This is an optimization exercise on Yosys and OpenROAD, whose aim is small area and a short achievable clock period, not a production implementation.
Where RTL was checked, it was by simulation tests only, not by an equivalence proof against the original.

==> module lab4_2, before the edit <==
module lab4_2( 
              input wire      mode,
              input wire[2:0] opCode,
              input wire[3:0] value,
              input clk,
              input reset,
              output reg[9:0] result,
              output reg cacheFull,
              output reg invalidOp,
              output reg overflow);
    reg [6:0] mem[0:31];
    reg [9:0]  p1;      
    reg [11:0] p1x3;    
    reg [5:0]  cnt;     
    reg [3:0]  start;   
    reg [4:0]  idx;     
    reg        last;    
    reg [6:0]  cur;     
    wire [2:0] cop = cur[6:4];
    wire [3:0] cv  = cur[3:0];
    wire full  = cnt[5];
    wire empty = (cnt == 6'd0);
    wire valid = (opCode[1:0] != 2'b11);
    wire store = !mode && !full && valid;
    wire exec  = mode && !empty;
    wire jump  = cop[2] & cop[1];
    wire [11:0] sum = result + cv + (cop[0] ? p1 : 10'd0);
    function [9:0] row;
        input [1:0] d;
        input [9:0] b;
        input [9:0] b3;
        case (d)
            2'd0: row = 10'd0;
            2'd1: row = b;
            2'd2: row = {b[8:0], 1'b0};
            default: row = b3;
        endcase
    endfunction
    wire [9:0] r0 = row(result[1:0], p1, p1x3[9:0]);
    wire [9:0] r1 = row(result[3:2], p1, p1x3[9:0]);
    wire [9:0] r2 = row(result[5:4], p1, p1x3[9:0]);
    wire [9:0] r3 = row(result[7:6], p1, p1x3[9:0]);
    wire [9:0] r4 = row(result[9:8], p1, p1x3[9:0]);
    wire [12:0] plo = {3'd0, r0}
                    + {3'd0, r1[7:0], 2'd0}
                    + {3'd0, r2[5:0], 4'd0}
                    + {3'd0, r3[3:0], 6'd0}
                    + {3'd0, r4[1:0], 8'd0}
                    + cv;
    wire [9:0] p1or = {p1[9], p1[9] | p1[8], p1[9] | p1[8] | p1[7],
                       |p1[9:6], |p1[9:5], |p1[9:4], |p1[9:3], |p1[9:2], |p1[9:1], |p1[9:0]};
    wire phi = (result[1] & p1or[9]) | (result[2] & p1or[8]) | (result[3] & p1or[7])
             | (result[4] & p1or[6]) | (result[5] & p1or[5]) | (result[6] & p1or[4])
             | (result[7] & p1or[3]) | (result[8] & p1or[2]) | (result[9] & p1or[1]);
    wire thi = (result[1:0] == 2'd3 && p1x3[11:10] != 2'd0)
             | (result[3:2] == 2'd3 && p1x3[11:8]  != 4'd0)
             | (result[5:4] == 2'd3 && p1x3[11:6]  != 6'd0)
             | (result[7:6] == 2'd3 && p1x3[11:4]  != 8'd0)
             | (result[9:8] == 2'd3 && p1x3[11:2]  != 10'd0);
    wire movf = (plo[12:10] != 3'd0) | phi | thi;
    wire [3:0] pop = result[0] + result[1] + result[2] + result[3] + result[4]
                   + result[5] + result[6] + result[7] + result[8] + result[9];
    wire [9:0] rev = {result[0], result[1], result[2], result[3], result[4],
                      result[5], result[6], result[7], result[8], result[9]};
    reg [9:0] nres;
    reg       novf;
    always @* begin
        case (cop[2:1])
            2'b00:   begin nres = sum[9:0]; novf = sum[11:10] != 2'd0; end
            2'b01:   begin nres = plo[9:0]; novf = movf; end
            default: begin nres = cop[0] ? rev : {6'd0, pop}; novf = 1'b0; end
        endcase
    end
    wire [3:0] nstart = jump ? cv : start;
    wire [4:0] inc    = idx + 5'd1;
    wire [4:0] nidx   = last ? {1'b0, nstart} : inc;    
    reg [6:0] rdat;                                      
    integer k;
    always @* begin
        rdat = 7'd0;
        for (k = 0; k < 32; k = k + 1)
            rdat = rdat | (mem[k] & {7{nidx == k}});
    end
    always @(posedge clk) begin
        if (store)
            mem[cnt[4:0]] <= {opCode, value};
        if (empty)
            cur <= {opCode, value};
        else if (mode)
            cur <= rdat;
    end
    always @(posedge clk or posedge reset) begin
        if (reset) begin
            result    <= 10'd0;
            p1        <= 10'd0;
            p1x3      <= 12'd0;
            overflow  <= 1'b0;
            cacheFull <= 1'b0;
            invalidOp <= 1'b0;
            cnt       <= 6'd0;
            start     <= 4'd0;
            idx       <= 5'd0;
            last      <= 1'b0;
        end else begin
            if (!mode) begin
                if (full)
                    cacheFull <= 1'b1;
                else begin
                    invalidOp <= !valid;
                    if (valid) begin
                        cnt  <= cnt + 6'd1;
                        last <= empty;
                    end
                end
            end else if (!empty) begin
                idx   <= nidx;
                last  <= ({1'b0, nidx} + 6'd1 == cnt);
                start <= nstart;
                if (!jump) begin
                    result   <= nres;
                    p1       <= result;
                    p1x3     <= {2'd0, result} + {1'b0, result, 1'b0};
                    overflow <= novf;
                end
            end
        end
    end
endmodule
make LEC_CHECK=0 CAP_MARGIN=20 CORE_MARGIN=2 CORE_UTILIZATION=40 SLEW_MARGIN=20 finish   # period 8.0 ns
run.sh (not shown) runs the stock make flow with config.mk's settings and CLKGATE_MAP_FILE= SYNTH_SCRIPT=/design/flow/synth_recipe.tcl, a recipe that flattens the netlist after the stock synthesis.
Change:
--- a/flow/design.v
+++ b/flow/design.v
@@ -12,21 +12,26 @@
     reg [6:0] mem[0:31];
     reg [9:0]  p1;      
     reg [11:0] p1x3;    
     reg [5:0]  cnt;     
     reg [3:0]  start;   
-    reg [4:0]  idx;     
+    reg [4:0]  nxt;     
     reg        last;    
     reg [6:0]  cur;     
+    reg [3:0]  tgt;     
     wire [2:0] cop = cur[6:4];
     wire [3:0] cv  = cur[3:0];
     wire full  = cnt[5];
     wire empty = (cnt == 6'd0);
     wire valid = (opCode[1:0] != 2'b11);
     wire store = !mode && !full && valid;
     wire exec  = mode && !empty;
     wire jump  = cop[2] & cop[1];
+    function isjump;
+        input [6:0] e;
+        isjump = e[6] & e[5];
+    endfunction
     wire [11:0] sum = result + cv + (cop[0] ? p1 : 10'd0);
     function [9:0] row;
         input [1:0] d;
         input [9:0] b;
         input [9:0] b3;
@@ -70,27 +75,36 @@
             2'b00:   begin nres = sum[9:0]; novf = sum[11:10] != 2'd0; end
             2'b01:   begin nres = plo[9:0]; novf = movf; end
             default: begin nres = cop[0] ? rev : {6'd0, pop}; novf = 1'b0; end
         endcase
     end
-    wire [3:0] nstart = jump ? cv : start;
-    wire [4:0] inc    = idx + 5'd1;
-    wire [4:0] nidx   = last ? {1'b0, nstart} : inc;    
+    wire [4:0] nidx = last ? {1'b0, tgt} : nxt;        
+    wire [5:0] nidx1 = nidx + 6'd1;
     reg [6:0] rdat;                                      
     integer k;
     always @* begin
         rdat = 7'd0;
         for (k = 0; k < 32; k = k + 1)
             rdat = rdat | (mem[k] & {7{nidx == k}});
     end
+    reg [6:0] ncur;
+    reg [3:0] nst;
+    always @* begin
+        ncur = cur;
+        nst  = start;
+        if (empty)
+            ncur = {opCode, value};
+        else if (mode) begin
+            ncur = rdat;
+            nst  = tgt;
+        end
+    end
     always @(posedge clk) begin
         if (store)
             mem[cnt[4:0]] <= {opCode, value};
-        if (empty)
-            cur <= {opCode, value};
-        else if (mode)
-            cur <= rdat;
+        cur <= ncur;
+        tgt <= isjump(ncur) ? ncur[3:0] : nst;
     end
     always @(posedge clk or posedge reset) begin
         if (reset) begin
             result    <= 10'd0;
             p1        <= 10'd0;
@@ -98,11 +112,11 @@
             overflow  <= 1'b0;
             cacheFull <= 1'b0;
             invalidOp <= 1'b0;
             cnt       <= 6'd0;
             start     <= 4'd0;
-            idx       <= 5'd0;
+            nxt       <= 5'd1;
             last      <= 1'b0;
         end else begin
             if (!mode) begin
                 if (full)
                     cacheFull <= 1'b1;
@@ -112,13 +126,13 @@
                         cnt  <= cnt + 6'd1;
                         last <= empty;
                     end
                 end
             end else if (!empty) begin
-                idx   <= nidx;
-                last  <= ({1'b0, nidx} + 6'd1 == cnt);
-                start <= nstart;
+                nxt   <= nidx1[4:0];
+                last  <= (nidx1 == cnt);
+                start <= tgt;
                 if (!jump) begin
                     result   <= nres;
                     p1       <= result;
                     p1x3     <= {2'd0, result} + {1'b0, result, 1'b0};
                     overflow <= novf;
The changed run finished with timing, DRC and antenna clean.
Via count goes up by about 1.1%.
Routed wire length goes up by 9.8%.
Design area goes up by 1.3%.
Hold slack loses 50 ps.
Setup slack gains 32 ps.
Global-route usage goes up by 2.3 points.
The RTL of the first run of this note was laid out without a check of its function.

* * *

The RTL this note starts from:
==> flow/design.v <==
`timescale 1ns / 1ps
module lab4_2( 
              input wire      mode,
              input wire[2:0] opCode,
              input wire[3:0] value,
              input clk,
              input reset,
              output reg[9:0] result,
              output reg cacheFull,
              output reg invalidOp,
              output reg overflow);
    reg [5:0]   mem[0:31];
    reg [31:14] memx;
    reg [9:0]  p1;      
    reg [11:0] p1x3;    
    reg [5:0]  cnt;     
    reg [4:0]  nxt;     
    reg        last;    
    reg [6:0]  cur;     
    reg [3:0]  tgt;     
    wire [2:0] cop = cur[6:4];
    wire [3:0] cv  = cur[3:0];
    wire full  = cnt[5];
    wire empty = (cnt == 6'd0);
    wire valid = (opCode[1:0] != 2'b11);
    wire store = !mode && !full && valid;
    wire exec  = mode && !empty;
    wire jump  = cop[2] & cop[1];
    function isjump;
        input [6:0] e;
        isjump = e[6] & e[5];
    endfunction
    wire [11:0] sum = result + cv + (cop[0] ? p1 : 10'd0);
    function [9:0] row;
        input [1:0] d;
        input [9:0] b;
        input [9:0] b3;
        case (d)
            2'd0: row = 10'd0;
            2'd1: row = b;
            2'd2: row = {b[8:0], 1'b0};
            default: row = b3;
        endcase
    endfunction
    wire [9:0] r0 = row(result[1:0], p1, p1x3[9:0]);
    wire [9:0] r1 = row(result[3:2], p1, p1x3[9:0]);
    wire [9:0] r2 = row(result[5:4], p1, p1x3[9:0]);
    wire [9:0] r3 = row(result[7:6], p1, p1x3[9:0]);
    wire [9:0] r4 = row(result[9:8], p1, p1x3[9:0]);
    function [1:0] fa;
        input a, b, c;
        fa = {(a & b) | (a & c) | (b & c), a ^ b ^ c};
    endfunction
    function [1:0] ha;
        input a, b;
        ha = {a & b, a ^ b};
    endfunction
    wire t1, t2, t3, t4, t5, t6, t7, t8, t9, t10, t11, t12, t13, t14, t15, t16, t17, t18, t19, t20, t21, t22, t23, t24, t25, t26, t27, t28;
    assign {t2, t1} = ha(r0[8], r1[6]);
    assign {t4, t3} = fa(r0[9], r1[7], r2[5]);
    assign {t6, t5} = ha(r0[6], r1[4]);
    assign {t8, t7} = fa(r0[7], r1[5], r2[3]);
    assign {t10, t9} = fa(t1, r2[4], r3[2]);
    assign {t12, t11} = fa(t3, r3[3], r4[1]);
    assign {t14, t13} = ha(cv[2], r0[2]);
    assign {t16, t15} = fa(cv[3], r0[3], r1[1]);
    assign {t18, t17} = fa(r0[4], r1[2], r2[0]);
    assign {t20, t19} = fa(r0[5], r1[3], r2[1]);
    assign {t22, t21} = fa(t5, r2[2], r3[0]);
    assign {t24, t23} = fa(t7, r3[1], t6);
    assign {t26, t25} = fa(t9, r4[0], t8);
    assign {t28, t27} = fa(t11, t2, t10);
    wire [9:0] mx = {t27, t25, t23, t21, t19, t17, t15, t13, cv[1], cv[0]};
    wire [9:0] my = {t26, t24, t22, t20, t18, t16, t14, r1[0], r0[1], r0[0]};
    wire mcout = t4 | t12 | t28;
    wire [10:0] plo = mx + my;
    function rowhi;
        input [1:0]  d;
        input        ge1;    
        input        ge2;    
        input        ge3;    
        case (d)
            2'd0: rowhi = 1'b0;
            2'd1: rowhi = ge1;
            2'd2: rowhi = ge2;
            default: rowhi = ge3;
        endcase
    endfunction
    wire mhi = rowhi(result[1:0], 1'b0,        p1[9],       |p1x3[11:10])
             | rowhi(result[3:2], |p1[9:8],    |p1[9:7],    |p1x3[11:8])
             | rowhi(result[5:4], |p1[9:6],    |p1[9:5],    |p1x3[11:6])
             | rowhi(result[7:6], |p1[9:4],    |p1[9:3],    |p1x3[11:4])
             | rowhi(result[9:8], |p1[9:2],    |p1[9:1],    |p1x3[11:2]);
    wire movf = plo[10] | mcout | mhi;
    wire [3:0] pop = result[0] + result[1] + result[2] + result[3] + result[4]
                   + result[5] + result[6] + result[7] + result[8] + result[9];
    wire [9:0] rev = {result[0], result[1], result[2], result[3], result[4],
                      result[5], result[6], result[7], result[8], result[9]};
    reg [9:0] nres;
    reg       novf;
    always @* begin
        case (cop[2:1])
            2'b00:   begin nres = sum[9:0]; novf = sum[11:10] != 2'd0; end
            2'b01:   begin nres = plo[9:0]; novf = movf; end
            default: begin nres = cop[0] ? rev : {6'd0, pop}; novf = 1'b0; end
        endcase
    end
    wire [5:0] tgt1  = tgt + 6'd1;
    wire [5:0] nxt1  = nxt + 6'd1;
    wire [4:0] nidx1 = last ? tgt1[4:0] : nxt1[4:0];
    wire       nlast = last ? (tgt1 == cnt) : (nxt1 == cnt);
    reg [5:0] rd;                                        
    reg       rxs;                                       
    integer k;
    always @* begin
        rd  = 6'd0;
        rxs = 1'b0;
        for (k = 0; k < 32; k = k + 1)
            rd = rd | (mem[k] & {6{last ? (tgt == k) : (nxt == k)}});
        for (k = 14; k < 32; k = k + 1)
            rxs = rxs | (memx[k] & (last ? (tgt == k) : (nxt == k)));
    end
    wire       below14 = last ? (tgt < 4'd14) : (nxt < 5'd14);
    wire       rx      = below14 ? (rd[5:1] == 5'b11111) : rxs;
    wire [6:0] rdat = rx ? {2'b10, rd[0], rd[3:0]}
                         : {rd[5] & rd[4], rd[5:4] == 2'b11 ? 2'b10 : rd[5:4], rd[3:0]};
    wire       wx    = opCode[2] & ~opCode[1];
    wire [6:0] wcode = {wx, opCode[2] ? 2'b11 : opCode[1:0],
                        wx ? {3'b111, opCode[0]} : value};
    wire [6:0] wc = {opCode, value};
    wire [3:0] tw = isjump(wc)   ? value      : 4'd0;     
    wire [3:0] te = isjump(rdat) ? rdat[3:0]  : tgt;      
    always @(posedge clk) begin
        if (store)
            mem[cnt[4:0]] <= wcode[5:0];
        for (k = 14; k < 32; k = k + 1)
            if (store && cnt[4:0] == k)
                memx[k] <= wcode[6];
        if (empty) begin
            cur <= wc;
            tgt <= tw;
        end else if (mode) begin
            cur <= rdat;
            tgt <= te;
        end
    end
    always @(posedge clk or posedge reset) begin
        if (reset) begin
            result    <= 10'd0;
            p1        <= 10'd0;
            p1x3      <= 12'd0;
            overflow  <= 1'b0;
            cacheFull <= 1'b0;
            invalidOp <= 1'b0;
            cnt       <= 6'd0;
            nxt       <= 5'd1;
            last      <= 1'b0;
        end else begin
            if (!mode) begin
                if (full)
                    cacheFull <= 1'b1;
                else begin
                    invalidOp <= !valid;
                    if (valid) begin
                        cnt  <= cnt + 6'd1;
                        last <= empty;
                    end
                end
            end else if (!empty) begin
                nxt   <= nidx1;
                last  <= nlast;
                if (!jump) begin
                    result   <= nres;
                    p1       <= result;
                    p1x3     <= {2'd0, result} + {1'b0, result, 1'b0};
                    overflow <= novf;
                end
            end
        end
    end
endmodule
export LEC_CHECK = 0
export CAP_MARGIN = 20
export CORE_MARGIN = 2
export CORE_UTILIZATION = 40
export CTS_BUF_LIST = sky130_fd_sc_hd__clkbuf_8
export CTS_CLUSTER_DIAMETER = 100
export CTS_CLUSTER_SIZE = 12
export SETUP_SLACK_MARGIN = 4.4
export SLEW_MARGIN = 20
create_clock -name core_clock -period 8.0 [get_ports {clk}]
standard.sh (not shown) runs the stock make flow with config.mk's settings and CLKGATE_MAP_FILE= SYNTH_SCRIPT=/design/flow/synth_recipe.tcl, a recipe that flattens the netlist after the stock synthesis.
==> flow/flow/run.sh <==
#!/bin/bash
# The standard layout (the standard.sh, unchanged synthesis), except that
# the port buffers are sky130_fd_sc_hd__buf_2 cells rather than the delay
# buffer that buffer_ports picks by default. Full tool output goes to
# standard.log here; ORFS's own per-step logs stay under orfs/logs.
set -euo pipefail
export BUFFER_PORTS_ARGS="-buffer_cell sky130_fd_sc_hd__buf_2"
bash standard.sh > standard.log 2>&1
Edit:
--- a/flow/design.v
+++ b/flow/design.v
@@ -12,7 +12,8 @@
     reg [5:0]   mem[0:31];
     reg [31:14] memx;
     reg [9:0]  p1;      
-    reg [11:0] p1x3;    
+    reg [11:1] p3hi;    
+    wire [11:0] p1x3 = {p3hi, p1[0]};
     reg [5:0]  cnt;     
     reg [4:0]  nxt;     
     reg        last;    
@@ -148,7 +149,7 @@
         if (reset) begin
             result    <= 10'd0;
             p1        <= 10'd0;
-            p1x3      <= 12'd0;
+            p3hi      <= 11'd0;
             overflow  <= 1'b0;
             cacheFull <= 1'b0;
             invalidOp <= 1'b0;
@@ -172,7 +173,7 @@
                 if (!jump) begin
                     result   <= nres;
                     p1       <= result;
-                    p1x3     <= {2'd0, result} + {1'b0, result, 1'b0};
+                    p3hi     <= {1'b0, result[9:1]} + {1'b0, result};
                     overflow <= novf;
                 end
             end
After rerunning:
- via count goes up by a few percent
- global-route usage goes up by 0.83 points
- sequential share of layout area hardly moves
- count of clock-buffer cells in the layout is unchanged
- routed wire length goes up by a few percent
- die area goes up slightly
- flip-flop and latch count does not change
- worst hold slack loses 0.0098 ns
No functional check of the RTL was part of any run of this note.

## re-timing with driven ports
The flow's constraints put no driver on any port. The routed layouts listed below were extracted and timed again, unchanged, in two steps.
Step 1 assumes that a clkbuf_16 drives the clock port and a buf_2 every other input.
Step 2 also shifts input and output timing later by t, the mid clock arrival at the registers, as if the neighbouring blocks saw the same clock.
a / b / c = ideal ports / drivers / drivers and shift; a / b = the first two.
| run | t, ns | slack for setup (ns) | hold slack, ns | worst setup path at the end | latest minus earliest clock arrival (ns) |
|---|---|---|---|---|---|
| the first run of note 1 | 0.605 | 3.005 / 3.005 / 3.005 | 0.508 / 0.508 / 0.508 | register to register | 0.011 / 0.011 |
| the second run of note 1 | 0.577 | 3.037 / 3.037 / 2.994 | 0.459 / 0.459 / 0.459 | input to register | 0.023 / 0.022 |
| the first run of note 2 | 0.641 | 3.987 / 3.987 / 3.987 | 0.475 / 0.475 / 0.475 | register to register | 0.032 / 0.033 |
| the second run of note 2 | 0.647 | 4.060 / 4.060 / 3.921 | 0.466 / 0.466 / 0.466 | input to register | 0.047 / 0.047 |
After both steps every run listed still meets setup and hold. The setup slack of the second run of note 2, which loses most, moves by 0.000 ns with the drivers and by -0.139 ns with both steps.
